From an optimization exercise on the open Yosys and OpenROAD flow, aimed at small area, a short achievable clock period and few clock cycles per item; shortcuts taken in it are not production practice. Function was checked by simulation only, so behaviour that the tests miss may differ from the original. Power is estimated from default activity; no workload was simulated.

## alu
module alu
  #(
    parameter IN_WL = 15,
    parameter OUT_WL = 16
    )
  (
    input wire rstb,
    input wire clk_i,
    input wire in_valid,                  
    output wire in_ready,                 
    input wire [1:0] cmd,                 
    input wire [IN_WL-1:0] a,             
    input wire [IN_WL-1:0] b,             
    output logic out_valid,               
    output logic [OUT_WL-1:0] r           
  );
  assign in_ready = 1'b1;
  logic mul1;
  logic as2;
  logic sub3;
  logic dv4;
  logic e1_5;
  logic e2_6;
  logic ng_7;
  logic pp8;
  logic pp9;
  logic pp10;
  logic pp11;
  logic pp12;
  logic pp13;
  logic pp14;
  logic pp15;
  logic pp16;
  logic pp17;
  logic pp18;
  logic pp19;
  logic pp20;
  logic pp21;
  logic pp22;
  logic pp23;
  logic e1_24;
  logic e2_25;
  logic ng_26;
  logic pp27;
  logic pp28;
  logic pp29;
  logic pp30;
  logic pp31;
  logic pp32;
  logic pp33;
  logic pp34;
  logic pp35;
  logic pp36;
  logic pp37;
  logic pp38;
  logic pp39;
  logic pp40;
  logic e1_41;
  logic e2_42;
  logic ng_43;
  logic pp44;
  logic pp45;
  logic pp46;
  logic pp47;
  logic pp48;
  logic pp49;
  logic pp50;
  logic pp51;
  logic pp52;
  logic pp53;
  logic pp54;
  logic pp55;
  logic e1_56;
  logic e2_57;
  logic ng_58;
  logic pp59;
  logic pp60;
  logic pp61;
  logic pp62;
  logic pp63;
  logic pp64;
  logic pp65;
  logic pp66;
  logic pp67;
  logic pp68;
  logic e1_69;
  logic e2_70;
  logic ng_71;
  logic pp72;
  logic pp73;
  logic pp74;
  logic pp75;
  logic pp76;
  logic pp77;
  logic pp78;
  logic pp79;
  logic e1_80;
  logic e2_81;
  logic ng_82;
  logic pp83;
  logic pp84;
  logic pp85;
  logic pp86;
  logic pp87;
  logic pp88;
  logic e1_89;
  logic e2_90;
  logic ng_91;
  logic pp92;
  logic pp93;
  logic pp94;
  logic pp95;
  logic e1_96;
  logic e2_97;
  logic pp98;
  logic pp99;
  logic bz100;
  logic sh101;
  logic sh102;
  logic sh103;
  ...
Size: ~120 flip-flops.
==> flow/config.mk <==
export PLATFORM = sky130hd
export DESIGN_NAME = alu
export DESIGN_NICKNAME = alu
export VERILOG_FILES = /design/flow/design.v
export SDC_FILE = /design/flow/constraint.sdc
export NUM_CORES = 4
export LEC_CHECK = 0
export CAP_MARGIN = 0
export CORE_MARGIN = 2
export CORE_UTILIZATION = 40
export CTS_BUF_LIST = sky130_fd_sc_hd__clkbuf_4
export PLACE_DENSITY = 0.6
export SETUP_SLACK_MARGIN = 4.4
export SLEW_MARGIN = 0
==> flow/constraint.sdc <==
create_clock -name core_clock -period 6.5 [get_ports {clk_i}]
set_input_delay 1.3000 -clock core_clock [delete_from_list [all_inputs] [get_ports {clk_i}]]
set_output_delay 1.3000 -clock core_clock [all_outputs]
set_load 0.01 [all_outputs]
run.sh (not shown) runs the stock make flow with config.mk's settings and CLKGATE_MAP_FILE= SYNTH_SCRIPT=/design/flow/synth_recipe.tcl, a recipe that flattens the netlist after the stock synthesis.
Testbench counts at the start, summed over its fixed seeds: cycles 16,016, items 16,000.
Rerun with:
SETUP_SLACK_MARGIN = 4.3   (was 4.4)
TNS_END_PERCENT = 0   (was default)
Combinational power is lower by about 10%.
Core utilization is lower by 3.2 points.
First-iteration DRC count is lower by 2.7%.
Routed wire length is lower by 5.9%.
Rerun with:
CORE_UTILIZATION = 50   (was 40)
PLACE_DENSITY = 0.65   (was 0.6)
Result: Routed wire length went down by 0.49%. Final cell count went down by 4.8%. Design area went down by 1.0%. Sequential power barely changes. Sequential share of layout area went up by 0.34 points. Power went up by 1.6%. Area after synthesis is unchanged. Setup slack improved by 0.016 ns.
Rerun with:
CORE_UTILIZATION = 40   (was 50)
PLACE_DENSITY = 0.6   (was 0.65)
SETUP_SLACK_MARGIN = 4.2   (was 4.3)
Effect: Wire length goes down by 1.6%. Power goes down by 1.8%. Via count goes down by about 0.6%. Synthesized cell count does not change. Register-to-register slack gets better by 0.02 ns. Worst setup slack gets worse by 0.038 ns. Utilization goes down by 11 points. Sequential power stays flat. Final area barely changes. Synthesized area stays the same.

* * *

Setup of rev 12:
Starting RTL as in the previous note.
==> flow/config.mk <==
export PLATFORM = sky130hd
export DESIGN_NAME = alu
export DESIGN_NICKNAME = alu
export VERILOG_FILES = /design/flow/design.v
export SDC_FILE = /design/flow/constraint.sdc
export NUM_CORES = 4
export LEC_CHECK = 0
export CAP_MARGIN = 0
export CORE_MARGIN = 2
export CORE_UTILIZATION = 40
export CTS_BUF_LIST = sky130_fd_sc_hd__clkbuf_4
export PLACE_DENSITY = 0.6
export SETUP_SLACK_MARGIN = 4.3
export SLEW_MARGIN = 0
export TNS_END_PERCENT = 0
==> flow/constraint.sdc <==
create_clock -name core_clock -period 6.5 [get_ports {clk_i}]
set_input_delay 1.3000 -clock core_clock [delete_from_list [all_inputs] [get_ports {clk_i}]]
set_output_delay 1.3000 -clock core_clock [all_outputs]
set_load 0.01 [all_outputs]
standard.sh (not shown) runs the stock make flow with config.mk's settings and CLKGATE_MAP_FILE= SYNTH_SCRIPT=/design/flow/synth_recipe.tcl, a recipe that flattens the netlist after the stock synthesis.
==> flow/flow/run.sh <==
#!/bin/bash
# The standard layout (standard.sh: standard synthesis, floorplan, place, CTS, route),
# with one change: timing repair only resizes gates, removes buffers and swaps pins
# (SETUP_MOVE_SEQUENCE), so it does not add buffers or clone gates.
# make's full output goes to flow_make.log here; each ORFS step keeps its own log under orfs/logs.
set -euo pipefail
bash standard.sh SETUP_MOVE_SEQUENCE=unbuffer,sizeup,swap finish > flow_make.log 2>&1
Testbench counts of rev 12, summed over its fixed seeds: cycles 16,016, items 16,000.
--- input diff rev 12..rev 13 ---
- removing TNS_END_PERCENT (formerly 0)
==> flow/run.sh (new file) <==
#!/bin/bash
# synth_recipe.tcl (not shown) runs the flow's synth.tcl, then flattens the netlist and writes it again
# the make line also repeats each setting of config.mk as NAME=value (left out here)
make -C /OpenROAD-flow-scripts/flow DESIGN_CONFIG=/design/flow/config.mk WORK_HOME=/design/flow/orfs CLKGATE_MAP_FILE= SYNTH_SCRIPT=/design/flow/synth_recipe.tcl finish
removed: flow/flow/run.sh
removed: flow/standard.sh
[summary]
- Rev 12 → rev 13: first-pass GRT wire length went up; final RePlAce weighted congestion went down; final setup slack of the worst path went up.

[afterwards: timing with drivers on the ports]
How much do the figures lean on ideal ports? The routed layouts below were timed once more, with nothing changed but the port constraints. Step 1 (the two cells are an assumption about what drives the block):
set clk [get_ports {clk_i}]
set_driving_cell -lib_cell sky130_fd_sc_hd__clkbuf_16 $clk
set_driving_cell -lib_cell sky130_fd_sc_hd__buf_2 [delete_from_list [all_inputs] $clk]
Step 2, shift: input delay + t, output delay - t, t = (earliest + latest rising clock arrival at the registers) / 2. This alone moves slack from input paths to output paths. a / b / c = ideal / step 1 / step 2; a / b = the first two.
| run | shift t [ns] | setup WS [ns] | hold WS [ns] | latest minus earliest clock arrival (ns) | worst slew at a driven data input, ns |
|---|---|---|---|---|---|
| the first run of note 1 | 0.556 | 4.182 / 4.182 / 3.717 | 0.442 / 0.442 / 0.442 | 0.012 / 0.013 | 0.15 |
| the second run of note 1 | 0.569 | 4.138 / 4.161 / 3.593 | 0.433 / 0.433 / 0.433 | 0.014 / 0.013 | 0.03 |
| the third run of note 1 | 0.565 | 4.154 / 4.164 / 3.608 | 0.437 / 0.437 / 0.437 | 0.024 / 0.025 | 0.05 |
| the fourth run of note 1 | 0.565 | 4.116 / 4.136 / 3.572 | 0.433 / 0.433 / 0.433 | 0.013 / 0.013 | 0.03 |
| rev 12 | 0.561 | 4.122 / 4.138 / 3.577 | 0.433 / 0.433 / 0.433 | 0.012 / 0.012 | 0.03 |
| rev 13 | 0.559 | 4.153 / 4.153 / 3.684 | 0.450 / 0.450 / 0.450 | 0.015 / 0.015 | 0.08 |
After both steps every run listed still meets setup and hold. For the third run of note 1, which loses most, drivers alone change the setup slack by +0.010 ns; drivers and shift together by -0.546 ns.
